Background: an optimization exercise with open tools, aiming at small area. Do not read the settings as production practice.
At most, simulation tests tie the RTL to the original design; equivalence was not proved.
For run 1, only the layout was checked, not whether the RTL still works.
The clock cells of runs 3 to 6 and 8 come from the design's own scripts or RTL, not from TritonCTS.
The flow treats the clock pin as an ideal source. Dropping or thinning the clock tree relies on that and would not hold on a real chip.
Power is estimated from default activity; no workload was simulated.

### flow/constraint.sdc
create_clock -name core_clock -period 10.0 [get_ports {clk}]
set_input_delay 2.0000 -clock core_clock [delete_from_list [all_inputs] [get_ports {clk}]]
set_output_delay 2.0000 -clock core_clock [all_outputs]
set_load 0.01 [all_outputs]
### flow/flow/abc_map.script
strash
balance
rewrite
refactor
balance
rewrite
rewrite -z
balance
refactor -z
rewrite -z
balance
dch -f
amap
topo
### flow/standard.sh
#!/bin/bash
# synth_recipe.tcl (not shown) runs the flow's synth.tcl, then flattens the netlist and writes it again
# the make line also repeats each setting of config.mk as NAME=value (left out here)
make -C /OpenROAD-flow-scripts/flow DESIGN_CONFIG=/design/flow/config.mk WORK_HOME=/design/flow/orfs CLKGATE_MAP_FILE= SYNTH_SCRIPT=/design/flow/synth_recipe.tcl "${@:-finish}"
### flow/design.v
`timescale 1ns/1ps
module temp(clk, rst_n, sda_i, sda_o, sda_oe, scl, out_led, arrange);
    input clk;
    input rst_n;
    input sda_i;
    output sda_o;
    output sda_oe;
    output scl;
    output [7:0] out_led;
    output [7:0] arrange;
    reg [1:0] p;
    reg [2:0] q;
    reg [5:0] d;
    reg [9:0] n;
    reg [1:0] count;
    reg scl, sda_r, sda_link;
    reg [7:0] rd0, rd1;
    wire q4   = q[2] & ~q[1];           
    wire p1   = ~p[1] & p[0];           
    wire p3   = p[1] & ~p[0];           
    wire step = q4 & p3;                
    wire tog  = q4 & p1;                
    wire odd  = scl;                    
    wire inc  = step & odd;
    wire cinc = (d == 6'b100000) & p1;  
    wire [10:0] nx = {1'b0, n} + inc;
    always @(posedge clk or negedge rst_n)
        if (!rst_n) begin
            p <= 2'b00;
            q <= 3'b000;
            d <= 6'b000000;
            count <= 2'd0;
            scl <= 1'b1;
            n <= 10'd506;
        end else begin
            p <= {p[0], ~p[1]};
            q <= {q[1:0], ~(q[2] | q[1])};
            d <= {d[4:0], ~(d[5] ^ d[4])};
            count <= count + cinc;
            scl <= scl ^ tog;
            n <= nx[9:0] | (nx[10] ? 10'd495 : 10'd0);
        end
    always @(posedge clk or negedge rst_n)
        if (!rst_n) begin
            sda_r <= 1'b1;
            sda_link <= 1'b0;
        end else if (step) begin
            if (!odd) begin
                case (n)
                    10'd1006: sda_link <= 1'b1;
                    10'd1007: sda_r <= 1'b1;
                    10'd1008: sda_r <= 1'b0;
                    10'd1009: sda_r <= 1'b0;
                    10'd1010: sda_r <= 1'b1;
                    10'd1011: sda_r <= 1'b0;
                    10'd1012: sda_r <= 1'b1;
                    10'd1013: sda_r <= 1'b1;
                    10'd1014: sda_r <= 1'b1;
                    10'd1015: sda_link <= 1'b0;
                    10'd495: begin sda_r <= 1'b0; sda_link <= 1'b1; end
                    10'd496: sda_link <= 1'b0;
                    10'd504: begin sda_r <= 1'b1; sda_link <= 1'b1; end
                    10'd505: sda_r <= 1'b0;
                    default: ;
                endcase
            end else begin
                case (n)
                    10'd1005: sda_link <= 1'b0;
                    10'd1006: sda_r <= 1'b0;
                    10'd505: sda_r <= 1'b1;
                    default: ;
                endcase
            end
        end
    wire in0 = (n[9:3] == 7'b1111111);
    wire in1 = (n[9:3] == 7'b0111110);
    genvar k;
    generate
        for (k = 0; k < 8; k = k + 1) begin : g_rd
            wire hit = inc & (n[2:0] == 7 - k);
            always @(posedge clk or negedge rst_n)
                if (!rst_n) begin
                    rd0[k] <= 1'b0;
                    rd1[k] <= 1'b0;
                end else begin
                    if (hit & in0) rd0[k] <= sda_i;
                    if (hit & in1) rd1[k] <= sda_i;
                end
        end
    endgenerate
    assign sda_o = sda_r;
    assign sda_oe = sda_link;
    wire [7:0] y = count[1] ? rd0 : {1'b0, rd1[7:1]};
    wire lo = count[1] ? rd1[7] : rd1[0];
    function [3:0] dstep;
        input [2:0] r;
        input b;
        reg qb;
        begin
            qb = r[2] | (r[1] & (r[0] | b));
            dstep = {qb, r[1] & ~r[0] & ~b | r[2] & b,
                         r[0] & (~r[1] | b) | r[2] & ~b,
                         b ^ qb};
        end
    endfunction
    wire [3:0] s5 = dstep({1'b0, y[7:6]}, y[5]);
    wire [3:0] s4 = dstep(s5[2:0], y[4]);
    wire [3:0] s3 = dstep(s4[2:0], y[3]);
    wire [3:0] s2 = dstep(s3[2:0], y[2]);
    wire [3:0] s1 = dstep(s2[2:0], y[1]);
    wire [3:0] s0 = dstep(s1[2:0], y[0]);
    wire [3:0] dig = count[0] ? {s3[3], s2[3], s1[3], s0[3]} : {s0[2:0], lo};
    reg [6:0] seg;
    always @*
        case (dig)
            4'd0: seg = 7'b0000001;
            4'd1: seg = 7'b1001111;
            4'd2: seg = 7'b0010010;
            4'd3: seg = 7'b0000110;
            4'd4: seg = 7'b1001100;
            4'd5: seg = 7'b0100100;
            4'd6: seg = 7'b0100000;
            4'd7: seg = 7'b0001111;
            4'd8: seg = 7'b0000000;
            4'd9: seg = 7'b0001100;
            default: seg = 7'b1111111;
        endcase
    assign out_led = {seg, ~(count[1] & ~count[0])};
    assign arrange = {4'b1111, ~(4'b0001 << count)};
endmodule
### flow/flow/run.sh
#!/bin/bash
# Own layout flow: the standard ORFS flow (standard.sh) with three changes:
#  1. synthesis: the final ABC technology mapping uses an area-oriented script
#     (flow/abc_map.script) instead of ORFS's abc_area/abc_speed script; the
#     rest of synthesis (registers, names, flattening, renaming) is unchanged;
#  2. port buffers are the smallest buffer (buf_1) instead of ORFS's default;
#  3. clock tree: no dummy loads, small clock buffers, large sink clusters.
# Each tool's full output stays in orfs/logs/ (one log per step) and make's
# output in flow_make.log.
set -euo pipefail
work=$(pwd)
abc_script=$work/flow/abc_map.script
{
    head -n 1 synth_recipe.tcl
    cat <<TCL
proc abc {args} {
    set i [lsearch -exact \$args -script]
    if {\$i >= 0} { set args [lreplace \$args [expr {\$i + 1}] [expr {\$i + 1}] $abc_script] }
    puts "own flow: abc {*}\$args"
    yosys abc {*}\$args
}
TCL
    tail -n +2 synth_recipe.tcl
} > own_synth.tcl
export BUFFER_PORTS_ARGS="-buffer_cell sky130_fd_sc_hd__buf_1"
export CTS_ARGS="-sink_clustering_enable -repair_clock_nets -dont_use_dummy_load -buf_list {sky130_fd_sc_hd__clkbuf_4 sky130_fd_sc_hd__clkbuf_8} -sink_clustering_size 50 -sink_clustering_max_diameter 300"
bash standard.sh SYNTH_SCRIPT=$work/own_synth.tcl finish > flow_make.log 2>&1
### flow/config.mk
export PLATFORM = sky130hd
export DESIGN_NAME = temp
export DESIGN_NICKNAME = temp
export VERILOG_FILES = /design/flow/design.v
export SDC_FILE = /design/flow/constraint.sdc
export NUM_CORES = 4
export LEC_CHECK = 0
export CAP_MARGIN = 20
export CORE_MARGIN = 2
export CORE_UTILIZATION = 40
export SLEW_MARGIN = 20
==> results by group, run 1 <==
Logic synthesis
  – EDFF count, synth: 0
  – Async set-reset flop share out of synthesis: 1.00
  – Yosys Warn Count: 1
  – Post-synth top flop: dfrtp_1
  – Register area share after synthesis: 0.443
  – Mapped Area: 2400 µm²
  – Cells after Synth: 303
  – Yosys cell types: 33
  – Mean Syn Cell Area: 7.92 µm²
  – #FFs+latches synth: 42

Die
  – Num rows: 28
  – Die width: 81.4 µm
  – Die Ht: 81.4 µm
  – Core area: 5850 µm²
  – Starting density of the core: 0.410
  – Boundary pin count: 22
  – DIE AREA: 6630 µm²

Drt
  – Top routing layer used: met4
  – WL/cell: 12.3 µm
  – Antenna-violating nets left: 0
  – Drt pass-1 iters: 4
  – M1 WL: 2.34 mm
  – WL final: 4.90 mm
  – DR DRC count: 0
  – Metal2 WL: 2.32 mm
  – Routed vias: 2074
  – Vias/cell: 5.21
  – Met3 WL: 165 µm
  – Initial DRC count: 45

Critical path
  – Critical Path AT: 5.59 ns
  – Crit end category: output port
  – Reg2reg end: n[1]
  – R2R depth: 13
  – R2r setup slk: 6.96 ns
  – CP top delay family: compound AO/OA/AOI/OAI gates
  – Critical Path Most Common Cell: nor2_1
  – Critical path buffer and inverter count: 3
  – Worst Path Required: 8.00 ns
  – CP startpoint kind: flop
  – Max stage delay cell, worst path: dfrtp_1
  – WS Path Type: reg2out
  – Crit Path Max Fanout: 12
  – CP max stage delay: 0.54 ns
  – Launch point of the worst reg-to-reg path: q[1]

Power and ir drop
  – Static leakage: 0.964 nW
  – PnR Total Power: 271 µW
  – Worst VDD drop: 84.6 µV
  – Pwr Density: 104 nW/µm²

Worst hold path
  – Hold Path Stages: 0
  – Worst hold endpoint: q[1]
  – Hold Crit Start: q[0]
  – Worst min path class: reg2reg

STA
  – Slew margin rel.: 0.404
  – Worst hold slack: 0.354 ns
  – Final Hold Viols: 0
  – Final min period: 7.59 ns
  – Part of the cycle the worst path needs: 0.759
  – Post-Route Setup TNS: 0 ns
  – FMAX: 132 MHz
  – Final Max Tran Viols: 0
  – Final setup viols: 0
  – Slew @ Worst Pin: 0.895 ns
  – RSZ-0062 raised after global routing: false
  – Setup Skew: 0.0222 ns

Clock tree
  – Total CTS buffers: 5
  – Clock Tree Root: clkbuf_8
  – CTS tree: built
  – Clock buffer depth: 2
  – Worst skew pair latency: 0.29 ns
  – Htree depth: 2
  – Clock slew at reported path FFs: 0.09 ns
  – Cts hold-fix bufs: 0
  – Setup Buffers After CTS: 0
  – Sink Count: 42
  – Post_cts resized: 0

Cells and area
  – Fraction of layout cells with a size suffix above 1: 0.0464
  – Antenna fix cells: 0
  – Area growth syn-to-layout: 8.40%
  – Most frequent cells in the layout: nor2_1 (72), clkinv_1 (37), dfrtp_1 (33), a21oi_1 (26), o21ai_0 (23)
  – Layout Nets: 337
  – Most common cell after layout, fill and taps aside: nor2_1

Place
  – Post-DP HPWL: 3.72 mm
  – Routability Congestion: 0.855
  – Input/output buffers: 17

Global routing
  – Total track usage: 0.169
  – Total grt overflow: 0
  – Largest net degree at the start of global routing: 43
  – First-pass GRT wire length: 8.70 mm
  – Number of global-route vias before repair: 1984
  – Initial antenna violation count: 0

Job
  – MaxCap Viol Count: 0

Outcome
  – Outcome: complete, no violations
## where the power goes
part,switching [mW],total [mW],leakage (nW),internal [mW]
Clock,0.0507,0.0957,0.0359,0.0450
Combinational,0.00476,0.00510,0.480,0.000341
Sequential,0,0.170,0.448,0.170
Total,0.0554,0.271,0.964,0.215
## state kept, by name, indices dropped and copies added, names as in the netlist
| register | flops |
|---|---|
| sda_r | 1 |
| d | 6 |
| p | 2 |
| sda_link | 1 |
| rd0 | 8 |
| q | 3 |
| rd1 | 8 |
| n | 10 |
| count | 2 |
| scl | 1 |
## Yosys cell counts, types with 2 or more instances
library cell	n	area [µm²]
nand3_1	9	45.0
dfstp_2	9	236
or2_0	3	18.8
a22oi_1	2	15.0
nor3_1	7	35.0
nand4_1	5	31.3
or4_1	4	30.0
o32ai_1	4	35.0
o21a_1	3	22.5
nand2_1	20	75.1
buf_4	5	37.5
a21oi_1	26	130
clkinv_1	37	139
dfrtp_1	33	826
nor2b_1	2	12.5
o22ai_1	10	62.6
ha_1	9	113
nor2_1	72	270
or3_1	4	25.0
o221ai_1	4	35.0
o21ai_0	23	115
## worst max-delay path by stage
stage | start | endpoint | slack [ns] | cells past startpoint
after global routing | count[1] | out_led[7] | 1.59 | 27
final | count[1] | out_led[3] | 2.41 | 27
after detailed placement | count[1] | out_led[7] | 2.75 | 27
after CTS | count[1] | out_led[7] | 2.39 | 27
after global placement | count[1] | out_led[3] | 3.03 | 27
after floorplan | count[1] | out_led[2] | 3.46 | 26
## area by class of cell
cell class / instances / area [µm²]
Fill cell: 603 / 3250
Multi-Input combinational cell: 222 / 1170
Sequential cell: 42 / 1060
Inverter: 37 / 139
Tap cell: 75 / 93.8
Clock buffer: 5 / 68.8
Timing Repair Buffer: 17 / 65.1
## stage by stage
stage | utilization | worst slack [ns] | area [µm²] | cells
final | 0.444 | 2.41 | 2600 | 398
after global routing | 0.444 | 1.59 | 2600 | 398
after CTS | 0.444 | 2.39 | 2600 | 398
after detailed placement | 0.433 | 2.75 | 2530 | 393
after global placement | 0.433 | 3.03 | 2530 | 393
after floorplan | - | 3.46 | 2410 | 306
## metal layers
metal  GRT usage  vias up
li1            -     1091
met1       0.211      951
met2       0.295       28
met3      0.0308        4
met4      0.0559        0
met5           0        -
## kinds of logic after synthesis
family | share of synthesized area
simple gates | 0.239
compound gates | 0.196
buf+inv | 0.0736
flops | 0.443
fa+ha+maj | 0.0469
other cells | 0.00156
==> run 2, diff against run 1 <==
--- a/flow/design.v
+++ b/flow/design.v
@@ -20,10 +20,12 @@
     wire p3   = p[1] & ~p[0];           
     wire step = q4 & p3;                
     wire tog  = q4 & p1;                
-    wire odd  = scl;                    
-    wire inc  = step & odd;
+    wire inc  = step & scl;             
     wire cinc = (d == 6'b100000) & p1;  
-    wire [10:0] nx = {1'b0, n} + inc;
+    wire act  = n[9];
+    wire [4:0] a = n[4:0];
+    wire last = n[9] & n[4] & n[3] & n[2];      
+    wire [9:0] nx = n + inc;
     always @(posedge clk or negedge rst_n)
         if (!rst_n) begin
             p <= 2'b00;
@@ -31,60 +33,39 @@
             d <= 6'b000000;
             count <= 2'd0;
             scl <= 1'b1;
-            n <= 10'd506;
+            n <= 10'd12;
         end else begin
             p <= {p[0], ~p[1]};
             q <= {q[1:0], ~(q[2] | q[1])};
             d <= {d[4:0], ~(d[5] ^ d[4])};
             count <= count + cinc;
             scl <= scl ^ tog;
-            n <= nx[9:0] | (nx[10] ? 10'd495 : 10'd0);
+            n <= nx & ~({last, 4'b0000, last, 3'b000, last} & {10{inc}});
         end
+    wire link_a = ~a[4] & (~a[3] | ~(a[2] | a[1] | a[0]))
+                | a[4] & (a[3] & a[2] | a[3] & a[1] & a[0] | ~a[3] & ~a[2] & a[1] & ~a[0]);
+    wire sda_z = act & (a[1] & ~a[2] & ~a[3] | a[2] & ~a[1] & a[0]
+                        | ~a[3] & ~a[2] & ~a[1] & ~a[0] & scl | a[3] & a[2] & ~scl);
     always @(posedge clk or negedge rst_n)
         if (!rst_n) begin
             sda_r <= 1'b1;
             sda_link <= 1'b0;
-        end else if (step) begin
-            if (!odd) begin
-                case (n)
-                    10'd1006: sda_link <= 1'b1;
-                    10'd1007: sda_r <= 1'b1;
-                    10'd1008: sda_r <= 1'b0;
-                    10'd1009: sda_r <= 1'b0;
-                    10'd1010: sda_r <= 1'b1;
-                    10'd1011: sda_r <= 1'b0;
-                    10'd1012: sda_r <= 1'b1;
-                    10'd1013: sda_r <= 1'b1;
-                    10'd1014: sda_r <= 1'b1;
-                    10'd1015: sda_link <= 1'b0;
-                    10'd495: begin sda_r <= 1'b0; sda_link <= 1'b1; end
-                    10'd496: sda_link <= 1'b0;
-                    10'd504: begin sda_r <= 1'b1; sda_link <= 1'b1; end
-                    10'd505: sda_r <= 1'b0;
-                    default: ;
-                endcase
-            end else begin
-                case (n)
-                    10'd1005: sda_link <= 1'b0;
-                    10'd1006: sda_r <= 1'b0;
-                    10'd505: sda_r <= 1'b1;
-                    default: ;
-                endcase
-            end
+        end else begin
+            if (step) sda_r <= ~sda_z;
+            if (step & act) sda_link <= link_a;
+            else if (inc & n == 10'd511) sda_link <= 1'b0;
         end
-    wire in0 = (n[9:3] == 7'b1111111);
-    wire in1 = (n[9:3] == 7'b0111110);
+    wire rd_en = inc & act;
     genvar k;
     generate
         for (k = 0; k < 8; k = k + 1) begin : g_rd
-            wire hit = inc & (n[2:0] == 7 - k);
             always @(posedge clk or negedge rst_n)
                 if (!rst_n) begin
                     rd0[k] <= 1'b0;
                     rd1[k] <= 1'b0;
                 end else begin
-                    if (hit & in0) rd0[k] <= sda_i;
-                    if (hit & in1) rd1[k] <= sda_i;
+                    if (rd_en & a == 17 - k) rd0[k] <= sda_i;
+                    if (rd_en & a == 26 - k) rd1[k] <= sda_i;
                 end
         end
     endgenerate
==> run 2 against run 1 <==
Effect of this change: still clean; clock power is 2% lower; clock skew rose by 0.0056 ns; hold slack improved by 0.00099 ns; critical path type unchanged; critical endpoint is now out_led[2]; largest cell class unchanged.
==> results by group, run 2 <==
Outcome
  – Outcome: complete, no violations

Logic synthesis
  – Synth top area cells: dfrtp_1 (42%), nor2_1 (11%), a21oi_1 (6.0%)
  – Post-synth top flop: dfrtp_1
  – Yosys cell types: 33
  – Commonest cells in the netlist: nor2_1 (64), dfrtp_1 (38), clkinv_1 (30)
  – Async set-reset flop share out of synthesis: 1.00
  – Mapped Area: 2260 µm²
  – #FFs+latches synth: 42
  – Yosys Warn Count: 1
  – Top-area cell type share of the netlist area: 0.421
  – Cell taking the most area after synthesis: dfrtp_1
  – Register area share after synthesis: 0.468
  – Mean Syn Cell Area: 8.24 µm²
  – EDFF count, synth: 0
  – Most common cell in the netlist: nor2_1
  – Cells after Synth: 274

Drt
  – Drt pass-1 iters: 4
  – DR DRC count: 0
  – Vias/cell: 5.24
  – WL/cell: 12.2 µm
  – WL final: 4.48 mm
  – Routed vias: 1917
  – Initial DRC count: 119
  – Antenna-violating nets left: 0

Die
  – DIE AREA: 6260 µm²
  – Boundary pin count: 22
  – Num rows: 27
  – Die Ht: 79.1 µm
  – Core area: 5470 µm²
  – Die width: 79.1 µm
  – Starting density of the core: 0.412

STA
  – Worst hold slack: 0.355 ns
  – Final min period: 7.70 ns
  – Setup Skew: 0.0278 ns
  – Slew @ Worst Pin: 0.898 ns
  – FMAX: 130 MHz
  – Slew margin rel.: 0.401
  – Final setup viols: 0
  – Final Hold Viols: 0
  – Setup ws final: 2.30 ns
  – Part of the cycle the worst path needs: 0.770
  – RSZ-0062 raised after global routing: false
  – Final Max Tran Viols: 0
  – Post-Route Setup TNS: 0 ns

Cells and area
  – Layout Nets: 308
  – Most frequent cells in the layout: nor2_1 (64), dfrtp_1 (38), clkinv_1 (30), a21oi_1 (27), o21ai_0 (21)
  – Filler cells: 584
  – Largest register FFs: 10
  – Most common cell after layout, fill and taps aside: nor2_1
  – Fraction of layout cells with a size suffix above 1: 0.0340
  – Final std cells w/o fill: 366
  – Final instance area: 2450 µm²
  – Core Util, Final: 0.449
  – Biggest register: n
  – Area of the multi-input gates: 1060 µm²
  – Largest regs: n: 10 flops, rd0: 8 flops, rd1: 8 flops
  – Antenna fix cells: 0
  – Register area: 1060 µm²
  – Area growth syn-to-layout: 8.76%

Clock tree
  – Total CTS buffers: 5
  – Worst skew pair latency: 0.29 ns
  – Clock buffer depth: 2
  – Clock Tree Root: clkbuf_8
  – Sink Count: 42
  – CTS tree: built
  – Clock slew at reported path FFs: 0.09 ns
  – Setup Buffers After CTS: 0
  – Post_cts resized: 0
  – Cts hold-fix bufs: 0
  – Htree depth: 2

Global routing
  – Met1 usage: 0.231
  – Number of global-route vias before repair: 1691
  – Initial antenna violation count: 0
  – Global-route track usage on met3: 0.0307
  – First-pass GRT wire length: 7.80 mm
  – Total grt overflow: 0
  – Total track usage: 0.155
  – Largest net degree at the start of global routing: 43
  – GR Layer Usage met2: 0.229
  – Most used routing layer: met1

Critical path
  – R2R depth: 10
  – R2r setup slk: 7.55 ns
  – Critical Path AT: 5.70 ns
  – Launch point of the worst reg-to-reg path: q[1]
  – Reg2reg end: n[4]
  – Crit Path Max Fanout: 12
  – CP startpoint kind: flop
  – CP max stage delay: 0.54 ns
  – Max stage delay cell, worst path: dfrtp_1
  – Worst Path Required: 8.00 ns
  – CP top delay family: compound AO/OA/AOI/OAI gates
  – WS Path Type: reg2out
  – Critical Path Most Common Cell: nor2_1
  – Crit end category: output port
  – Critical path buffer and inverter count: 3

Power and ir drop
  – Static leakage: 0.908 nW
  – Worst VDD drop: 83.6 µV
  – Pwr Density: 109 nW/µm²
  – PnR Total Power: 269 µW

Worst hold path
  – Hold Crit Start: q[0]
  – Hold Path Stages: 0
  – Worst hold endpoint: q[1]
  – Worst min path class: reg2reg

Place
  – Input/output buffers: 17
  – Post-DP HPWL: 3.36 mm
  – Dpl cells: 361
  – Placement Cell Area: 2390 µm²
  – Pre-CTS setup slack: 2.70 ns
  – Routability Congestion: 0.853

Job
  – MaxCap Viol Count: 0
[run 2: cell count changes in the layout (fill, tap and decap cells not counted), moves of 3 or more]
cell      before  now
clkinv_1      37   30
nor2_1        72   64
o221ai_1       4    1
dfstp_2        9    4
dfrtp_1       33   38
or3_1          4    0
nand2_1       20   16
or4_1          4    1
[run 2: logic make-up (layout without fill, tap and decap cells)]
kind of cell / after synthesis / count (layout) / synth area share
XOR/XNOR: 1 / 1 / 0.00388
adder cells (fa/ha/maj): 9 / 9 / 0.0499
buffers and inverters: 35 / 52 / 0.0665
AO/OA/AOI/OAI: 76 / 76 / 0.201
flip-flops: 42 / 42 / 0.468
AND/OR/NAND/NOR: 110 / 110 / 0.210
other: 1 / 4 / 0.00166
[run 2: layout make-up]
| class | instances | area share |
|---|---|---|
| Timing Repair Buffer | 17 | 0.0265 |
| Tap cell | 72 | 0.0367 |
| Clock buffer | 5 | 0.0280 |
| Inverter | 30 | 0.0459 |
| Sequential cell | 42 | 0.430 |
| Multi-Input combinational cell | 200 | 0.433 |
[run 2: worst max-delay path by stage]
stage | start | endpoint | depth (start not counted)
6_report | count[1] | out_led[2] | 27
5_1_grt | count[1] | out_led[7] | 27
4_1_cts | count[1] | out_led[2] | 29
3_5_place_dp | count[1] | out_led[2] | 29
3_3_place_gp | count[1] | out_led[7] | 29
2_1_floorplan | count[1] | out_led[2] | 26
[run 2: power breakdown]
group / switching (mW) / leakage, nW / internal [mW] / total (mW)
Sequential: 0 / 0.467 / 0.170 / 0.170
Clock: 0.0488 / 0.0359 / 0.0449 / 0.0937
Combinational: 0.00476 / 0.405 / 0.000341 / 0.00510
Total: 0.0536 / 0.908 / 0.215 / 0.269
[run 2: layer usage]
layer	part of all wire	up-vias
met3	0.038	6
met5	0	-
li1	-	990
met2	0.44	48
met1	0.51	873
met4	0.014	0
==> run 3, diff against run 2 <==
==> flow/flow/run.sh (replaced) <==
#!/bin/bash
# Own layout flow: the standard ORFS flow (standard.sh) with these changes:
#  1. synthesis: the final ABC technology mapping uses an area-oriented script
#     (flow/abc_map.script) instead of ORFS's abc_area/abc_speed script; the
#     rest of synthesis (registers, names, flattening, renaming) is unchanged;
#  2. port buffers are the smallest buffer (buf_1) instead of ORFS's default;
#  3. clock tree: built by flow/cts_hook.tcl (a PRE_CTS hook) as a few clock
#     buffers driven by the clock port, each driving a group of nearby
#     register clock pins, in place of TritonCTS's H-tree with dummy loads.
# Each tool's full output stays in orfs/logs/ (one log per step) and make's
# output in flow_make.log.
set -euo pipefail
work=$(pwd)
abc_script=$work/flow/abc_map.script
{
    head -n 1 synth_recipe.tcl
    cat <<TCL
proc abc {args} {
    set i [lsearch -exact \$args -script]
    if {\$i >= 0} { set args [lreplace \$args [expr {\$i + 1}] [expr {\$i + 1}] $abc_script] }
    puts "own flow: abc {*}\$args"
    yosys abc {*}\$args
}
TCL
    tail -n +2 synth_recipe.tcl
} > own_synth.tcl
export BUFFER_PORTS_ARGS="-buffer_cell sky130_fd_sc_hd__buf_1"
export PRE_CTS_TCL=$work/flow/cts_hook.tcl
export OWN_CLOCK_BUFFER=${OWN_CLOCK_BUFFER:-sky130_fd_sc_hd__clkbuf_8}
export OWN_CLOCK_GROUPS=${OWN_CLOCK_GROUPS:-3}
bash standard.sh SYNTH_SCRIPT=$work/own_synth.tcl finish > flow_make.log 2>&1
==> flow/flow/cts_hook.tcl (new file) <==
# Clock tree for a small design: the clock port drives OWN_CLOCK_GROUPS clock
# buffers (OWN_CLOCK_BUFFER) directly, each at the centre of its group of
# register clock pins; the groups split the pins by x (or y) position. This
# replaces TritonCTS's H-tree, which puts a root buffer above leaf buffers of
# at most 15 sinks each and adds dummy loads.
set cts_block [ord::get_db_block]
set cts_port_net [[$cts_block findBTerm clk] getNet]
set cts_master [[ord::get_db] findMaster $::env(OWN_CLOCK_BUFFER)]
set cts_k $::env(OWN_CLOCK_GROUPS)
set cts_pins {}
set cts_xs {}
set cts_ys {}
foreach it [$cts_port_net getITerms] {
  set box [[$it getInst] getBBox]
  set x [expr {([$box xMin] + [$box xMax]) / 2}]
  set y [expr {([$box yMin] + [$box yMax]) / 2}]
  lappend cts_pins [list $it $x $y]
  lappend cts_xs $x
  lappend cts_ys $y
}
set cts_xs [lsort -integer $cts_xs]
set cts_ys [lsort -integer $cts_ys]
set cts_dx [expr {[lindex $cts_xs end] - [lindex $cts_xs 0]}]
set cts_dy [expr {[lindex $cts_ys end] - [lindex $cts_ys 0]}]
set cts_axis [expr {$cts_dx >= $cts_dy ? 1 : 2}]
set cts_pins [lsort -integer -index $cts_axis $cts_pins]
set cts_n [llength $cts_pins]
for {set g 0} {$g < $cts_k} {incr g} {
  set lo [expr {$g * $cts_n / $cts_k}]
  set hi [expr {($g + 1) * $cts_n / $cts_k - 1}]
  set buf [odb::dbInst_create $cts_block $cts_master clkbuf_own_$g]
  set net [odb::dbNet_create $cts_block clknet_own_$g]
  $net setSigType CLOCK
  set sx 0
  set sy 0
  foreach p [lrange $cts_pins $lo $hi] {
    lassign $p it x y
    set sx [expr {$sx + $x}]
    set sy [expr {$sy + $y}]
    $it disconnect
    $it connect $net
  }
  set m [expr {$hi - $lo + 1}]
  [$buf findITerm A] connect $cts_port_net
  [$buf findITerm X] connect $net
  $buf setLocation [expr {$sx / $m}] [expr {$sy / $m}]
  $buf setPlacementStatus PLACED
  puts "own flow: clock buffer clkbuf_own_$g ($::env(OWN_CLOCK_BUFFER)) drives $m clock pins"
}
set_propagated_clock [all_clocks]
proc clock_tree_synthesis {args} {
  puts "own flow: clock_tree_synthesis skipped, clock tree built by the PRE_CTS hook"
}
==> run 3 against run 2 <==
Effect of this change: clock power down 27%; worst setup slack better by 0.11 ns; via count down 1.1%; maximum frequency up 1.5%; largest cell class unchanged.
==> results by group, run 3 <==
Outcome
  – Outcome: complete, no violations

Drt
  – Initial DRC count: 97
  – DR DRC count: 0
  – WL/cell: 12.2 µm
  – Antenna-violating nets left: 0
  – WL final: 4.45 mm
  – Vias/cell: 5.21
  – Drt pass-1 iters: 4
  – Routed vias: 1895

Critical path
  – Critical Path AT: 5.59 ns
  – CP top delay family: compound AO/OA/AOI/OAI gates
  – CP startpoint kind: flop
  – Max stage delay cell, worst path: dfrtp_1
  – Critical Path Most Common Cell: nor2_1
  – Crit end category: output port
  – R2r setup slk: 7.56 ns
  – CP max stage delay: 0.55 ns
  – Critical path buffer and inverter count: 3
  – Crit Path Max Fanout: 12
  – Worst Path Required: 8.00 ns
  – WS Path Type: reg2out

STA
  – FMAX: 132 MHz
  – Final setup viols: 0
  – Slew margin rel.: 0.405
  – Final Max Tran Viols: 0
  – Part of the cycle the worst path needs: 0.759
  – Setup ws final: 2.41 ns
  – Post-Route Setup TNS: 0 ns
  – RSZ-0062 raised after global routing: false
  – Worst hold slack: 0.352 ns
  – Slew @ Worst Pin: 0.893 ns
  – Final min period: 7.59 ns
  – Setup Skew: 0.00237 ns
  – Final Hold Viols: 0

Logic synthesis
  – Cell taking the most area after synthesis: dfrtp_1
  – Mean Syn Cell Area: 8.24 µm²
  – Commonest cells in the netlist: nor2_1 (64), dfrtp_1 (38), clkinv_1 (30)
  – Async set-reset flop share out of synthesis: 1.00
  – XOR/XNOR Fraction of Synth Area: 0.00388
  – Simple-gate area share of the yosys netlist: 0.210
  – Register area share after synthesis: 0.468
  – Top-area cell type share of the netlist area: 0.421
  – Synth Area in Adders: 0.0499
  – Largest family of logic cells by synthesized area: simple AND/OR/NAND/NOR gates
  – Cells after Synth: 274
  – Mapped Area: 2260 µm²
  – Post-synthesis mux area share: 0
  – EDFF count, synth: 0
  – Synth top area cells: dfrtp_1 (42%), nor2_1 (11%), a21oi_1 (6.0%)
  – Post-synth top flop: dfrtp_1
  – Most common cell in the netlist: nor2_1
  – Yosys cell types: 33
  – #FFs+latches synth: 42
  – Synth Area in Compound Gates: 0.201
  – Yosys Warn Count: 1

Power and ir drop
  – Worst VDD drop: 59.0 µV
  – PnR Total Power: 243 µW
  – Pwr Density: 100 nW/µm²
  – Static leakage: 0.893 nW

Worst hold path
  – Worst min path class: reg2reg

Place
  – Pre-CTS setup slack: 2.70 ns
  – Dpl cells: 361
  – Routability Congestion: 0.853
  – Post-DP HPWL: 3.36 mm
  – Input/output buffers: 17

Global routing
  – Total grt overflow: 0
  – Largest net degree at the start of global routing: 43
  – Number of global-route vias before repair: 1699
  – Initial antenna violation count: 0
  – Total track usage: 0.148
  – First-pass GRT wire length: 7.84 mm

Die
  – Starting density of the core: 0.412
  – DIE AREA: 6260 µm²
  – Core area: 5470 µm²
  – Die Ht: 79.1 µm
  – Die width: 79.1 µm
  – Boundary pin count: 22
  – Num rows: 27

Cells and area
  – Antenna fix cells: 0
  – Area growth syn-to-layout: 7.54%
  – Layout Nets: 306
  – Largest regs: n: 10 flops, rd0: 8 flops, rd1: 8 flops
  – Most frequent cells in the layout: nor2_1 (64), dfrtp_1 (38), clkinv_1 (30), a21oi_1 (27), o21ai_0 (21)
  – Biggest register: n
  – Largest register FFs: 10
  – Final std cells w/o fill: 364
  – Fraction of layout cells with a size suffix above 1: 0.0274
  – Most common cell after layout, fill and taps aside: nor2_1

Clock tree
  – Clock slew at reported path FFs: 0.09 ns
  – Cts hold-fix bufs: 0
  – Setup Buffers After CTS: 0
  – Post_cts resized: 0
  – Worst skew pair latency: 0.15 ns

Job
  – MaxCap Viol Count: 0
==> run 3: cell counts after synthesis <==
No cell type changed its count.
==> run 3: final timing paths <==
| check | startpoint | end | cells past startpoint |
|---|---|---|---|
| hold / removal | q[0] | q[1] | 0 |
| max in group asynchronous | rst_n | rd0[7] | 1 |
| setup reg to reg | q[1] | n[4] | 10 |
| min in group asynchronous | rst_n | n[0] | 1 |
| hold reg to reg | q[0] | q[1] | 0 |
| setup / recovery | count[1] | out_led[2] | 27 |
==> run 3: final cells by class <==
type	instances	area (µm²)
Fill cell	584	3050
Multi-Input combinational cell	200	1060
Sequential cell	42	1060
Inverter	30	113
Tap cell	72	90.1
Timing Repair Buffer	17	65.1
Buffer	3	41.3
==> run 3: kinds of logic (layout without fill, tap and decap cells) <==
kind of cell	Yosys count	count (layout)
simple gates	110	110
compound gates	76	76
flops	42	42
buf+inv	35	50
fa+ha+maj	9	9
other cells	1	4
xor+xnor	1	1
==> run 3: power breakdown <==
group / internal, mW / switching [mW] / total [mW]
clock network: 0.0276 / 0.0409 / 0.0685
logic: 0.000341 / 0.00475 / 0.00509
registers: 0.170 / 0 / 0.170
total: 0.198 / 0.0456 / 0.243
==> run 3: routing by layer <==
metal,global-route usage,share of wire,vias to the layer above,wire (µm)
met2,0.231,0.44,49,1940
met1,0.235,0.51,856,2270
met5,0,0,-,0
met3,0.00568,0.038,7,168
met4,0.0190,0.015,0,68
li1,-,-,983,-
==> run 3: per-stage QoR <==
step / util / instance area, µm²
after floorplan: - / 2270
after global placement: 0.436 / 2390
after detailed placement: 0.436 / 2390
after CTS: 0.444 / 2430
after global routing: 0.444 / 2430
final: 0.444 / 2430
==> run 4, diff against run 3 <==
--- a/flow/design.v
+++ b/flow/design.v
@@ -53,7 +53,7 @@
         end else begin
             if (step) sda_r <= ~sda_z;
             if (step & act) sda_link <= link_a;
-            else if (inc & n == 10'd511) sda_link <= 1'b0;
+            else if (~n[9] & nx[9]) sda_link <= 1'b0;    
         end
     wire rd_en = inc & act;
     genvar k;
--- a/flow/flow/run.sh
+++ b/flow/flow/run.sh
@@ -1,7 +1,8 @@
 #!/bin/bash
 # Own layout flow: the standard ORFS flow (standard.sh) with these changes:
 #  1. synthesis: the final ABC technology mapping uses an area-oriented script
-#     (flow/abc_map.script) instead of ORFS's abc_area/abc_speed script; the
+#     (flow/abc_map.script: &deepsyn, then dch and amap) instead of ORFS's
+#     abc_area/abc_speed script; the
 #     rest of synthesis (registers, names, flattening, renaming) is unchanged;
 #  2. port buffers are the smallest buffer (buf_1) instead of ORFS's default;
 #  3. clock tree: built by flow/cts_hook.tcl (a PRE_CTS hook) as a few clock
==> flow/flow/abc_map.script (replaced) <==
strash
&get -n
&deepsyn -T 60
&put
dch -f
amap
topo
==> run 4 against run 3 <==
Effect of this change: still clean on timing, DRC and antenna; via count decreased by 5.3%; register-to-register slack worse by 0.37 ns; critical path depth increased by 1; die area decreased by 0.79%; maximum frequency grew 6.1%; wire length is 3.6% lower; clock skew is 0.0067 ns higher; sequential share of layout area grew 0.34 points; utilization down 0.070 points; first-iteration DRC count is 3.1% lower.
==> results by group, run 4 <==
Outcome
  – Outcome: complete, no violations

Drt
  – Vias/cell: 4.89
  – Initial DRC count: 94
  – WL/cell: 11.7 µm
  – Routed vias: 1794
  – Antenna-violating nets left: 0
  – WL final: 4.29 mm
  – Drt pass-1 iters: 4
  – DR DRC count: 0

Cells and area
  – Final std cells w/o fill: 367
  – Most common cell after layout, fill and taps aside: nor2_1
  – Area growth syn-to-layout: 7.60%
  – Fraction of layout cells with a size suffix above 1: 0.0271
  – Biggest register: n
  – Largest regs: n: 10 flops, rd0: 8 flops, rd1: 8 flops
  – Antenna fix cells: 0
  – Largest register FFs: 10
  – Layout Nets: 309
  – Most frequent cells in the layout: nor2_1 (60), dfrtp_1 (38), clkinv_1 (36), nand2_1 (30), o21ai_0 (24)

STA
  – Final Hold Viols: 0
  – FMAX: 140 MHz
  – Post-Route Setup TNS: 0 ns
  – Slew @ Worst Pin: 0.909 ns
  – Final setup viols: 0
  – Setup Skew: 0.00905 ns
  – Final Max Tran Viols: 0
  – Worst hold slack: 0.353 ns
  – Part of the cycle the worst path needs: 0.715
  – Slew margin rel.: 0.394
  – Final min period: 7.15 ns
  – RSZ-0062 raised after global routing: false

Power and ir drop
  – Seq pwr share: 0.694
  – PnR Total Power: 245 µW
  – Sw Pwr: 46.9 µW
  – Pwr Density: 102 nW/µm²
  – Static leakage: 0.938 nW
  – Logic pwr share: 0.021
  – Worst VDD drop: 72.2 µV
  – Sw Share: 0.192
  – Clock share of power: 0.285
  – Internal power: 198 µW

Critical path
  – Critical Path Most Common Cell: nor2_1
  – Worst Path Required: 8.00 ns
  – Max stage delay cell, worst path: dfrtp_1
  – WS Path Type: reg2out
  – Crit Path Max Fanout: 13
  – CP startpoint kind: flop
  – Critical Path AT: 5.15 ns
  – Crit end category: output port
  – CP max stage delay: 0.54 ns

Die
  – Num rows: 27
  – Boundary pin count: 22
  – Die width: 78.8 µm
  – Die Ht: 78.8 µm
  – Starting density of the core: 0.412
  – DIE AREA: 6210 µm²
  – Core area: 5440 µm²

Logic synthesis
  – Mean Syn Cell Area: 8.08 µm²
  – Yosys cell types: 32
  – Cell taking the most area after synthesis: dfrtp_1
  – Most common cell in the netlist: nor2_1
  – Synth top area cells: dfrtp_1 (42%), nor2_1 (10%), clkinv_1 (6.0%)
  – Post-synth top flop: dfrtp_1
  – Register area share after synthesis: 0.472
  – Top-area cell type share of the netlist area: 0.425
  – Async set-reset flop share out of synthesis: 1.00
  – EDFF count, synth: 0
  – Yosys Warn Count: 1
  – #FFs+latches synth: 42
  – Commonest cells in the netlist: nor2_1 (60), dfrtp_1 (38), clkinv_1 (36)
  – Mapped Area: 2240 µm²
  – Cells after Synth: 277

Place
  – Input/output buffers: 17
  – Dpl cells: 364
  – Post-DP HPWL: 3.33 mm
  – Routability Congestion: 0.805

Clock tree
  – Setup Buffers After CTS: 0
  – Post_cts resized: 0
  – Worst skew pair latency: 0.15 ns
  – Cts hold-fix bufs: 0
  – Clock slew at reported path FFs: 0.09 ns

Worst hold path
  – Worst min path class: reg2reg

Job
  – MaxCap Viol Count: 0

Global routing
  – First-pass GRT wire length: 7.44 mm
  – Largest net degree at the start of global routing: 43
  – Number of global-route vias before repair: 1640
  – Total track usage: 0.143
  – Initial antenna violation count: 0
  – Total grt overflow: 0
## run 4: routing by layer
layer | vias to the layer above | track usage | routed length, µm
li1 | 969 | - | -
met1 | 791 | 0.216 | 2220
met2 | 30 | 0.239 | 1910
met3 | 4 | 0.00455 | 98
met4 | 0 | 0.0140 | 55
met5 | - | 0 | 0
## run 4: stage by stage
stage,util,cell area (µm²),setup WS (ns)
final,0.443,2410,2.85
after global routing,0.443,2410,2.04
after CTS,0.443,2410,2.84
after detailed placement,0.435,2370,3.03
after global placement,0.435,2370,3.24
after floorplan,-,2250,3.68
## run 4: power groups by stage
stage	logic (mW)	registers, mW	clock network, mW
after global placement	0.00542	0.173	0
after global routing	0.00627	0.170	0.0774
after detailed placement	0.00542	0.173	0
after floorplan	0.00243	0.173	0
final	0.00513	0.170	0.0697
after CTS	0.00545	0.170	0.0716
## run 4: final cells by class
class	instances	area, µm²
fillers	549	3030
well taps	72	90.1
plain buffers	3	41.3
repair buffers	17	65.1
inverters	36	135
multi-input cells	197	1020
flip-flops and latches	42	1060
## run 4: cell families after synthesis
group,Yosys count,synth area share
AOI/OAI and AO/OA,67,0.181
and+or+nand+nor,117,0.219
buffers and inverters,41,0.0771
adders and majority gates,9,0.0503
other,1,0.00168
DFF,42,0.472
## run 4: critical path: cells and delay by family, from the launching register on
| family | cells | cell delay, ns |
|---|---|---|
| flops | 1 | 0.54 |
| buf+inv | 5 | 0.93 |
| compound gates | 8 | 1.52 |
| fa+ha+maj | 1 | 0.34 |
| simple gates | 14 | 1.68 |
## run 4: final timing paths
kind,startpoint,endpoint,slack [ns],cells past startpoint
max,count[1],out_led[4],2.85,28
min,q[0],q[1],0.35,0
max reg2reg,q[1],n[9],7.19,13
min reg2reg,q[0],q[1],0.35,0
max in group asynchronous,rst_n,d[1],7.46,1
min in group asynchronous,rst_n,sda_link,1.97,1
==> run 5, diff against run 4 <==
--- a/flow/config.mk
+++ b/flow/config.mk
@@ -7,5 +7,5 @@
 export LEC_CHECK = 0
 export CAP_MARGIN = 20
 export CORE_MARGIN = 2
-export CORE_UTILIZATION = 40
+export CORE_UTILIZATION = 65
 export SLEW_MARGIN = 20
==> run 5 against run 4 <==
Effect of this change: synthesized area unchanged; design area decreased by 1.4%; flip-flop and latch count unchanged; critical path depth unchanged; global-route usage increased by 9.3 points; via count increased by 4.3%; critical path type unchanged; critical endpoint unchanged; largest power group unchanged.
==> results by group, run 5 <==
Logic synthesis
  – Top-area cell type share of the netlist area: 0.425
  – Cell taking the most area after synthesis: dfrtp_1
  – Mapped Area: 2240 µm²
  – Largest family of logic cells by synthesized area: simple AND/OR/NAND/NOR gates
  – Commonest cells in the netlist: nor2_1 (60), dfrtp_1 (38), clkinv_1 (36)
  – XOR/XNOR Fraction of Synth Area: 0
  – Register area share after synthesis: 0.472
  – Post-synthesis mux area share: 0
  – Synth Area in Compound Gates: 0.181
  – Synth Area in Adders: 0.0503
  – Synth top area cells: dfrtp_1 (42%), nor2_1 (10%), clkinv_1 (6.0%)
  – Post-synth top flop: dfrtp_1
  – Async set-reset flop share out of synthesis: 1.00
  – Yosys cell types: 32
  – EDFF count, synth: 0
  – #FFs+latches synth: 42
  – Mean Syn Cell Area: 8.08 µm²
  – Simple-gate area share of the yosys netlist: 0.219
  – Yosys Warn Count: 1
  – Cells after Synth: 277
  – Most common cell in the netlist: nor2_1

Die
  – Boundary pin count: 22
  – Num rows: 21
  – DIE AREA: 3930 µm²
  – Core area: 3310 µm²
  – Die Ht: 62.7 µm
  – Die width: 62.7 µm
  – Starting density of the core: 0.676

STA
  – Post-Route Setup TNS: 0 ns
  – FMAX: 139 MHz
  – Worst hold slack: 0.369 ns
  – RSZ-0062 raised after global routing: false
  – Slew margin rel.: 0.416
  – Final Hold Viols: 0
  – Final Max Tran Viols: 0
  – Setup Skew: 0.00233 ns
  – Final setup viols: 0
  – Part of the cycle the worst path needs: 0.721
  – Final min period: 7.21 ns
  – Slew @ Worst Pin: 0.876 ns

Place
  – Routability Congestion: 0.831
  – Post-DP HPWL: 3.29 mm
  – Placement Cell Area: 2330 µm²
  – Input/output buffers: 17

Cells and area
  – Most frequent cells in the layout: nor2_1 (60), dfrtp_1 (38), clkinv_1 (36), nand2_1 (30), o21ai_0 (24)
  – Layout Nets: 309
  – Biggest register: n
  – Fraction of layout cells with a size suffix above 1: 0.0271
  – Largest regs: n: 10 flops, rd0: 8 flops, rd1: 8 flops
  – Final instance area: 2380 µm²
  – Largest register FFs: 10
  – Area growth syn-to-layout: 6.15%
  – Antenna fix cells: 0
  – Most common cell after layout, fill and taps aside: nor2_1

Critical path
  – Max stage delay cell, worst path: dfrtp_1
  – Crit end category: output port
  – WS Path Type: reg2out
  – Critical Path AT: 5.21 ns
  – CP max stage delay: 0.54 ns
  – CP top delay family: simple AND/OR/NAND/NOR gates
  – CP startpoint kind: flop
  – Crit Path Max Fanout: 13
  – Worst Path Required: 8.00 ns
  – Critical Path Most Common Cell: nor2_1
  – Critical path buffer and inverter count: 5

Outcome
  – Outcome: complete, no violations

Drt
  – Drt pass-1 iters: 5
  – Antenna-violating nets left: 0
  – Routed vias: 1871
  – Initial DRC count: 181
  – DR DRC count: 0
  – Vias/cell: 5.49
  – WL/cell: 12.2 µm
  – WL final: 4.15 mm

Clock tree
  – Worst skew pair latency: 0.14 ns
  – Setup Buffers After CTS: 0
  – Clock slew at reported path FFs: 0.08 ns
  – Cts hold-fix bufs: 0
  – Post_cts resized: 0

Global routing
  – Total grt overflow: 0
  – First-pass GRT wire length: 7.77 mm
  – Initial antenna violation count: 0
  – Total track usage: 0.236
  – Number of global-route vias before repair: 1800
  – Largest net degree at the start of global routing: 43

Power and ir drop
  – Seq pwr share: 0.701
  – Sw Pwr: 44.4 µW
  – Worst VDD drop: 84.4 µV
  – Logic pwr share: 0.021
  – Internal power: 198 µW
  – PnR Total Power: 242 µW
  – Clock share of power: 0.278
  – Pwr Density: 102 nW/µm²
  – Sw Share: 0.183
  – Static leakage: 0.938 nW

Worst hold path
  – Worst min path class: reg2reg

Job
  – MaxCap Viol Count: 0
-- run 5: cell counts after synthesis --
Identical to the previous run, type by type.
-- run 5: per-stage QoR --
step                cells  utilization  setup WS [ns]
floorplan             280            -           3.68
global placement      338        0.705           3.24
detailed placement    338        0.705           3.00
CTS                   341        0.718           2.81
global route          341        0.718           1.97
finish                341        0.718           2.79
-- run 5: layer usage --
| metal | wire, µm | vias to the layer above | global-route usage | share of wire |
|---|---|---|---|---|
| met1 | 1990 | 856 | 0.329 | 0.48 |
| met4 | 68 | 0 | 0.0306 | 0.016 |
| met2 | 1970 | 35 | 0.425 | 0.47 |
| met3 | 122 | 6 | 0.0108 | 0.029 |
| met5 | 0 | - | 0 | 0 |
| li1 | - | 974 | - | - |
-- run 5: kinds of logic after synthesis --
kind of cell,count (synthesis)
flip-flops,42
adder cells (fa/ha/maj),9
other,1
buffers and inverters,41
AO/OA/AOI/OAI,67
AND/OR/NAND/NOR,117
-- run 5: layout make-up --
type                            count  area, µm²
Tap cell                           46       57.6
Buffer                              3       41.3
Timing Repair Buffer               17       65.1
Sequential cell                    42       1060
Multi-Input combinational cell    197       1020
Inverter                           36        135
Fill cell                         281        935
-- run 5: path summary, 6_finish.rpt --
kind	start	to	slack, ns	cells after the start
max in group asynchronous	rst_n	rd1[0]	7.49	1
worst min register to register	q[0]	q[1]	0.37	0
worst max-delay path	count[1]	out_led[4]	2.79	28
worst min-delay path	q[0]	q[1]	0.37	0
worst max register to register	q[1]	n[9]	7.22	13
min in group asynchronous	rst_n	q[1]	1.97	1
-- run 5: power by group through the flow --
stage	sequential (mW)	combinational (mW)	clock (mW)
3_5_place_dp	0.173	0.00521	0
6_report	0.170	0.00500	0.0673
2_1_floorplan	0.173	0.00243	0
5_1_grt	0.170	0.00598	0.0764
3_3_place_gp	0.173	0.00513	0
4_1_cts	0.170	0.00519	0.0690
==> run 6, diff against run 5 <==
--- a/flow/flow/run.sh
+++ b/flow/flow/run.sh
@@ -7,7 +7,8 @@
 #  2. port buffers are the smallest buffer (buf_1) instead of ORFS's default;
 #  3. clock tree: built by flow/cts_hook.tcl (a PRE_CTS hook) as a few clock
 #     buffers driven by the clock port, each driving a group of nearby
-#     register clock pins, in place of TritonCTS's H-tree with dummy loads.
+#     register clock pins, in place of TritonCTS's H-tree with dummy loads;
+#  4. constant outputs share synthesis's tie cell (no repair_tie_fanout).
 # Each tool's full output stays in orfs/logs/ (one log per step) and make's
 # output in flow_make.log.
 set -euo pipefail
@@ -28,5 +29,6 @@
 export BUFFER_PORTS_ARGS="-buffer_cell sky130_fd_sc_hd__buf_1"
 export PRE_CTS_TCL=$work/flow/cts_hook.tcl
 export OWN_CLOCK_BUFFER=${OWN_CLOCK_BUFFER:-sky130_fd_sc_hd__clkbuf_8}
-export OWN_CLOCK_GROUPS=${OWN_CLOCK_GROUPS:-3}
+export OWN_CLOCK_GROUPS=${OWN_CLOCK_GROUPS:-2}
+export SKIP_REPAIR_TIE_FANOUT=1
 bash standard.sh SYNTH_SCRIPT=$work/own_synth.tcl finish > flow_make.log 2>&1
==> run 6 against run 5 <==
Effect of this change: synthesized cell count stayed put; synthesized area stayed put; clock power down 14%; utilization down 0.76 points; sequential power about the same; register-to-register slack improved by 0.06 ns; final cell count decreased by 1.2%; global-route usage decreased by 1.2 points; sequential share of layout area increased by 0.47 points; die area stayed put; critical path type unchanged; critical endpoint unchanged; largest cell class unchanged.
==> results by group, run 6 <==
Drt
  – Drt pass-1 iters: 4
  – WL final: 4.07 mm
  – WL/cell: 12.1 µm
  – DR DRC count: 0
  – Initial DRC count: 152
  – Antenna-violating nets left: 0
  – Vias/cell: 5.56
  – Routed vias: 1873

STA
  – RSZ-0062 raised after global routing: false
  – Slew @ Worst Pin: 0.871 ns
  – Final Hold Viols: 0
  – Final Max Tran Viols: 0
  – Final min period: 7.25 ns
  – Slew margin rel.: 0.419
  – Part of the cycle the worst path needs: 0.725
  – Final setup viols: 0
  – Post-Route Setup TNS: 0 ns
  – Worst hold slack: 0.368 ns
  – Setup Skew: 0.00820 ns
  – FMAX: 138 MHz

Clock tree
  – Setup Buffers After CTS: 0
  – Worst skew pair latency: 0.17 ns
  – Post_cts resized: 0
  – Clock slew at reported path FFs: 0.12 ns
  – Cts hold-fix bufs: 0

Cells and area
  – Core Util, Final: 0.710
  – Most frequent cells in the layout: nor2_1 (60), dfrtp_1 (38), clkinv_1 (36), nand2_1 (30), o21ai_0 (24)
  – Fraction of layout cells with a size suffix above 1: 0.0241
  – Area growth syn-to-layout: 5.03%
  – Largest register FFs: 10
  – Largest regs: n: 10 flops, rd0: 8 flops, rd1: 8 flops
  – Biggest register: n
  – Antenna fix cells: 0
  – Layout Nets: 305
  – Most common cell after layout, fill and taps aside: nor2_1

Power and ir drop
  – Seq pwr share: 0.730
  – Sw Pwr: 43.7 µW
  – Clock share of power: 0.248
  – Internal power: 189 µW
  – Static leakage: 0.921 nW
  – Logic pwr share: 0.021
  – Pwr Density: 98.9 nW/µm²
  – Worst VDD drop: 95.4 µV
  – Sw Share: 0.188

Logic synthesis
  – Yosys Warn Count: 1
  – Mean Syn Cell Area: 8.08 µm²
  – Post-synth top flop: dfrtp_1
  – Synth top area cells: dfrtp_1 (42%), nor2_1 (10%), clkinv_1 (6.0%)
  – Most common cell in the netlist: nor2_1
  – Commonest cells in the netlist: nor2_1 (60), dfrtp_1 (38), clkinv_1 (36)
  – EDFF count, synth: 0
  – Cell taking the most area after synthesis: dfrtp_1
  – Cells after Synth: 277
  – Register area share after synthesis: 0.472
  – Mapped Area: 2240 µm²
  – Top-area cell type share of the netlist area: 0.425
  – Yosys cell types: 32
  – Async set-reset flop share out of synthesis: 1.00
  – #FFs+latches synth: 42

Global routing
  – Initial antenna violation count: 0
  – First-pass GRT wire length: 7.45 mm
  – Total grt overflow: 0
  – Total track usage: 0.225
  – Largest net degree at the start of global routing: 43
  – Number of global-route vias before repair: 1776

Place
  – Routability Congestion: 0.840
  – Post-DP HPWL: 3.25 mm
  – Input/output buffers: 17

Critical path
  – Crit Path Max Fanout: 13
  – WS Path Type: reg2out
  – CP startpoint kind: flop
  – CP top delay family: simple AND/OR/NAND/NOR gates
  – Critical path buffer and inverter count: 5
  – CP max stage delay: 0.54 ns
  – Critical Path AT: 5.25 ns
  – Crit end category: output port
  – Max stage delay cell, worst path: dfrtp_1
  – Worst Path Required: 8.00 ns
  – Critical Path Most Common Cell: nor2_1

Die
  – DIE AREA: 3930 µm²
  – Starting density of the core: 0.676
  – Core area: 3310 µm²
  – Die Ht: 62.7 µm
  – Die width: 62.7 µm
  – Num rows: 21
  – Boundary pin count: 22

Job
  – MaxCap Viol Count: 0

Worst hold path
  – Worst min path class: reg2reg

Outcome
  – Outcome: complete, no violations
## run 6: routing by layer
layer,track usage,routed length (µm),vias up,share of wire
met2,0.410,2000,28,0.49
li1,-,-,967,-
met5,0,0,-,0
met3,0.0144,93,6,0.023
met4,0.0361,52,0,0.013
met1,0.301,1930,872,0.47
## run 6: metrics by stage
step / setup slack (ns) / std cells / total power [mW] / area [µm²]
6_report: 2.75 / 337 / 0.233 / 2350
5_1_grt: 1.95 / 337 / 0.242 / 2350
4_1_cts: 2.77 / 337 / 0.235 / 2350
3_5_place_dp: 3.00 / 335 / 0.178 / 2320
3_3_place_gp: 3.22 / 335 / 0.178 / 2320
2_1_floorplan: 3.68 / 277 / 0.176 / 2240
## run 6: power by group through the flow
stage               combinational (mW)  clock, mW  sequential [mW]
CTS                            0.00523     0.0598            0.170
finish                         0.00499     0.0578            0.170
global placement               0.00516          0            0.173
floorplan                      0.00243          0            0.173
detailed placement             0.00523          0            0.173
global route                   0.00601     0.0657            0.170
## run 6: cell families after synthesis
| family | share of synthesized area |
|---|---|
| buf+inv | 0.0771 |
| compound gates | 0.181 |
| flops | 0.472 |
| other cells | 0.00168 |
| simple gates | 0.219 |
| fa+ha+maj | 0.0503 |
## run 6: path summary, 6_finish.rpt
| kind | from | depth (start not counted) | to | slack, ns |
|---|---|---|---|---|
| max | count[1] | 28 | out_led[4] | 2.75 |
| min | q[0] | 0 | q[1] | 0.37 |
| max reg2reg | q[1] | 13 | n[9] | 7.28 |
| min reg2reg | q[0] | 0 | q[1] | 0.37 |
| max in group asynchronous | rst_n | 1 | rd0[1] | 7.53 |
| min in group asynchronous | rst_n | 1 | q[0] | 1.94 |
## run 6: cell type report
cell class,instances,area (µm²)
flip-flops and latches,42,1060
multi-input cells,194,1010
fillers,289,960
inverters,36,135
repair buffers,17,65.1
well taps,46,57.6
plain buffers,2,27.5
==> run 7, diff against run 6 <==
--- a/flow/config.mk
+++ b/flow/config.mk
@@ -7,5 +7,5 @@
 export LEC_CHECK = 0
 export CAP_MARGIN = 20
 export CORE_MARGIN = 2
-export CORE_UTILIZATION = 65
+export CORE_UTILIZATION = 85
 export SLEW_MARGIN = 20
==> run 7 against run 6 <==
Effect of this change: the run now fails in 3_1_place_gp_skip_io; synthesized cell count did not move; synthesized area did not move.
==> results by group, run 7 <==
Die
  – Num rows: 18
  – Die Ht: 55.3 µm
  – Die width: 55.3 µm
  – Starting density of the core: 0.904

Logic synthesis
  – Commonest cells in the netlist: nor2_1 (60), dfrtp_1 (38), clkinv_1 (36)
  – Yosys cell types: 32
  – Register area share after synthesis: 0.472
  – Cell taking the most area after synthesis: dfrtp_1
  – Synth Area in Adders: 0.0503
  – Synth Area in Compound Gates: 0.181
  – Mean Syn Cell Area: 8.08 µm²
  – Top-area cell type share of the netlist area: 0.425
  – Post-synth top flop: dfrtp_1
  – Cells after Synth: 277
  – XOR/XNOR Fraction of Synth Area: 0
  – Largest family of logic cells by synthesized area: simple AND/OR/NAND/NOR gates
  – Synth top area cells: dfrtp_1 (42%), nor2_1 (10%), clkinv_1 (6.0%)
  – EDFF count, synth: 0
  – Mapped Area: 2240 µm²
  – #FFs+latches synth: 42
  – Simple-gate area share of the yosys netlist: 0.219
  – Most common cell in the netlist: nor2_1
  – Async set-reset flop share out of synthesis: 1.00
  – Yosys Warn Count: 1
  – Post-synthesis mux area share: 0

Outcome
  – Failing step: 3_1_place_gp_skip_io
  – Outcome: aborted with a tool error
  – Log Error: [ERROR GPL-0301] Utilization 102.599 % exceeds 100%.
## run 7: cell counts after synthesis
No cell type changed its count.
## run 7: cell families after synthesis
family | count (synthesis)
flip-flops | 42
buffers and inverters | 41
AO/OA/AOI/OAI | 67
adder cells (fa/ha/maj) | 9
AND/OR/NAND/NOR | 117
other | 1
==> run 8, diff against run 7 <==
--- a/flow/config.mk
+++ b/flow/config.mk
@@ -7,5 +7,5 @@
 export LEC_CHECK = 0
 export CAP_MARGIN = 20
 export CORE_MARGIN = 2
-export CORE_UTILIZATION = 85
+export CORE_UTILIZATION = 75
 export SLEW_MARGIN = 20
==> run 8 against run 7 <==
Effect of this change: the run now finishes clean; synthesized area is the same; synthesized cell count unchanged.
==> results by group, run 8 <==
Drt
  – DR DRC count: 0
  – Initial DRC count: 157
  – Antenna-violating nets left: 0
  – WL final: 4.41 mm
  – WL/cell: 13.7 µm
  – Vias/cell: 5.97
  – Routed vias: 1921
  – Drt pass-1 iters: 15

Die
  – Die width: 58.6 µm
  – Num rows: 19
  – DIE AREA: 3440 µm²
  – Die Ht: 58.6 µm
  – Core area: 2810 µm²
  – Boundary pin count: 22
  – Starting density of the core: 0.798

Worst hold path
  – Worst min path class: reg2reg

STA
  – Final Max Tran Viols: 0
  – Final min period: 7.44 ns
  – Final setup viols: 0
  – RSZ-0062 raised after global routing: false
  – Post-Route Setup TNS: 0 ns
  – Slew margin rel.: 0.422
  – Final Hold Viols: 0
  – FMAX: 134 MHz
  – Worst hold slack: 0.371 ns
  – Part of the cycle the worst path needs: 0.744
  – Slew @ Worst Pin: 0.867 ns
  – Setup Skew: 0.00698 ns

Critical path
  – WS Path Type: reg2out
  – Worst Path Required: 8.00 ns
  – CP max stage delay: 0.55 ns
  – Critical Path AT: 5.44 ns
  – Crit Path Max Fanout: 13
  – Max stage delay cell, worst path: dfrtp_1
  – CP startpoint kind: flop
  – Critical Path Most Common Cell: nor2_1
  – Crit end category: output port

Cells and area
  – Core Util, Final: 0.831
  – Antenna fix cells: 0
  – Layout Nets: 305
  – Largest register FFs: 10
  – Fraction of layout cells with a size suffix above 1: 0.0241
  – Most common cell after layout, fill and taps aside: nor2_1
  – Area growth syn-to-layout: 4.19%
  – Largest regs: n: 10 flops, rd0: 8 flops, rd1: 8 flops
  – Final std cells w/o fill: 322
  – Biggest register: n
  – Most frequent cells in the layout: nor2_1 (60), dfrtp_1 (38), clkinv_1 (36), nand2_1 (30), o21ai_0 (24)

Power and ir drop
  – Seq pwr share: 0.730
  – Sw Share: 0.188
  – Internal power: 189 µW
  – Sw Pwr: 43.8 µW
  – Static leakage: 0.921 nW
  – Worst VDD drop: 91.3 µV
  – Clock share of power: 0.249
  – Pwr Density: 99.8 nW/µm²
  – Logic pwr share: 0.021

Clock tree
  – Post_cts resized: 0
  – Clock slew at reported path FFs: 0.12 ns
  – Cts hold-fix bufs: 0
  – Worst skew pair latency: 0.17 ns
  – Setup Buffers After CTS: 0

Global routing
  – Total track usage: 0.269
  – Initial antenna violation count: 0
  – Number of global-route vias before repair: 1723
  – Total grt overflow: 0
  – First-pass GRT wire length: 7.36 mm
  – Largest net degree at the start of global routing: 43

Logic synthesis
  – Mapped Area: 2240 µm²
  – Cell taking the most area after synthesis: dfrtp_1
  – Commonest cells in the netlist: nor2_1 (60), dfrtp_1 (38), clkinv_1 (36)
  – Cells after Synth: 277
  – Mean Syn Cell Area: 8.08 µm²
  – Synth top area cells: dfrtp_1 (42%), nor2_1 (10%), clkinv_1 (6.0%)
  – EDFF count, synth: 0
  – #FFs+latches synth: 42
  – Post-synth top flop: dfrtp_1
  – Yosys Warn Count: 1
  – Most common cell in the netlist: nor2_1
  – Top-area cell type share of the netlist area: 0.425
  – Yosys cell types: 32
  – Register area share after synthesis: 0.472
  – Async set-reset flop share out of synthesis: 1.00

Outcome
  – Outcome: complete, no violations

Place
  – Post-DP HPWL: 3.37 mm
  – Routability Congestion: 0.892
  – Dpl cells: 320
  – Input/output buffers: 17

Job
  – MaxCap Viol Count: 0
run 8: critical path, delay by kind of cell (launching register included):
family | cells | cell delay (ns)
buffers and inverters | 5 | 0.94
DFF | 1 | 0.55
adders and majority gates | 1 | 0.34
AOI/OAI and AO/OA | 8 | 1.82
and+or+nand+nor | 14 | 1.63
run 8: kinds of logic (layout without fill, tap and decap cells):
family                     Yosys count  in the layout  share of synthesized area
other                                1              1                    0.00168
AOI/OAI and AO/OA                   67             67                      0.181
adders and majority gates            9              9                     0.0503
buffers and inverters               41             55                     0.0771
DFF                                 42             42                      0.472
and+or+nand+nor                    117            117                      0.219
run 8: worst paths after layout:
path / from / to / slack [ns] / depth (start not counted)
setup / recovery: count[1] / out_led[4] / 2.56 / 28
hold / removal: q[0] / q[1] / 0.37 / 0
setup reg to reg: q[1] / n[9] / 7.12 / 13
hold reg to reg: q[0] / q[1] / 0.37 / 0
max in group asynchronous: rst_n / n[7] / 7.53 / 1
min in group asynchronous: rst_n / d[2] / 1.93 / 1
run 8: power groups by stage:
stage	sequential, mW	combinational [mW]	clock [mW]
CTS	0.170	0.00510	0.0581
global placement	0.173	0.00507	0
finish	0.170	0.00493	0.0580
global route	0.170	0.00597	0.0634
detailed placement	0.173	0.00511	0
floorplan	0.173	0.00243	0
run 8: metal layers:
layer,global-route usage,vias to the layer above,wire length [µm]
li1,-,966,-
met1,0.386,877,2050
met2,0.475,69,2110
met3,0.00879,9,185
met4,0.0390,0,59
met5,0,-,0
run 8: area by class of cell:
cell class	count	area, µm²
plain buffers	2	27.5
fillers	190	473
repair buffers	17	65.1
flip-flops and latches	42	1060
multi-input cells	194	1010
inverters	36	135
well taps	31	38.8
run 8: per-stage QoR:
stage                     total power, mW  worst slack [ns]  area (µm²)
after floorplan                     0.176              3.68        2240
after global placement              0.178              3.26        2300
after detailed placement            0.178              2.90        2300
after CTS                           0.233              2.69        2330
after global routing                0.239              1.91        2330
final                               0.233              2.56        2330

afterwards: timing with drivers on the ports:
How much do the figures lean on ideal ports? The routed layouts below were timed once more, with nothing changed but the port constraints.
Step 1 sets driving cells, clkbuf_16 on the clock port and buf_2 on the other inputs (assumed; they add their load-dependent delay and slew).
Step 2, shift: input delay + t, output delay - t, t = (earliest + latest rising clock arrival at the registers) / 2. This alone moves slack from input paths to output paths.
Three values: ideal, step 1, step 2; two values: the first two.
| run | t, ns | setup slack, ns | latest minus earliest clock arrival (ns) | worst register clock-pin slew, ns |
|---|---|---|---|---|
| run 1 | 0.310 | 2.414 / 2.386 / 2.696 | 0.022 / 0.022 | 0.09 / 0.09 |
| run 2 | 0.305 | 2.302 / 2.276 / 2.582 | 0.028 / 0.027 | 0.09 / 0.09 |
| run 3 | 0.190 | 2.414 / 2.368 / 2.558 | 0.003 / 0.002 | 0.09 / 0.09 |
| run 4 | 0.191 | 2.852 / 2.807 / 2.998 | 0.010 / 0.009 | 0.09 / 0.09 |
| run 5 | 0.187 | 2.787 / 2.743 / 2.930 | 0.002 / 0.002 | 0.08 / 0.08 |
| run 6 | 0.202 | 2.747 / 2.712 / 2.914 | 0.008 / 0.008 | 0.12 / 0.12 |
| run 8 | 0.202 | 2.564 / 2.530 / 2.731 | 0.007 / 0.007 | 0.12 / 0.12 |
After both steps setup and hold are still met in every run listed.
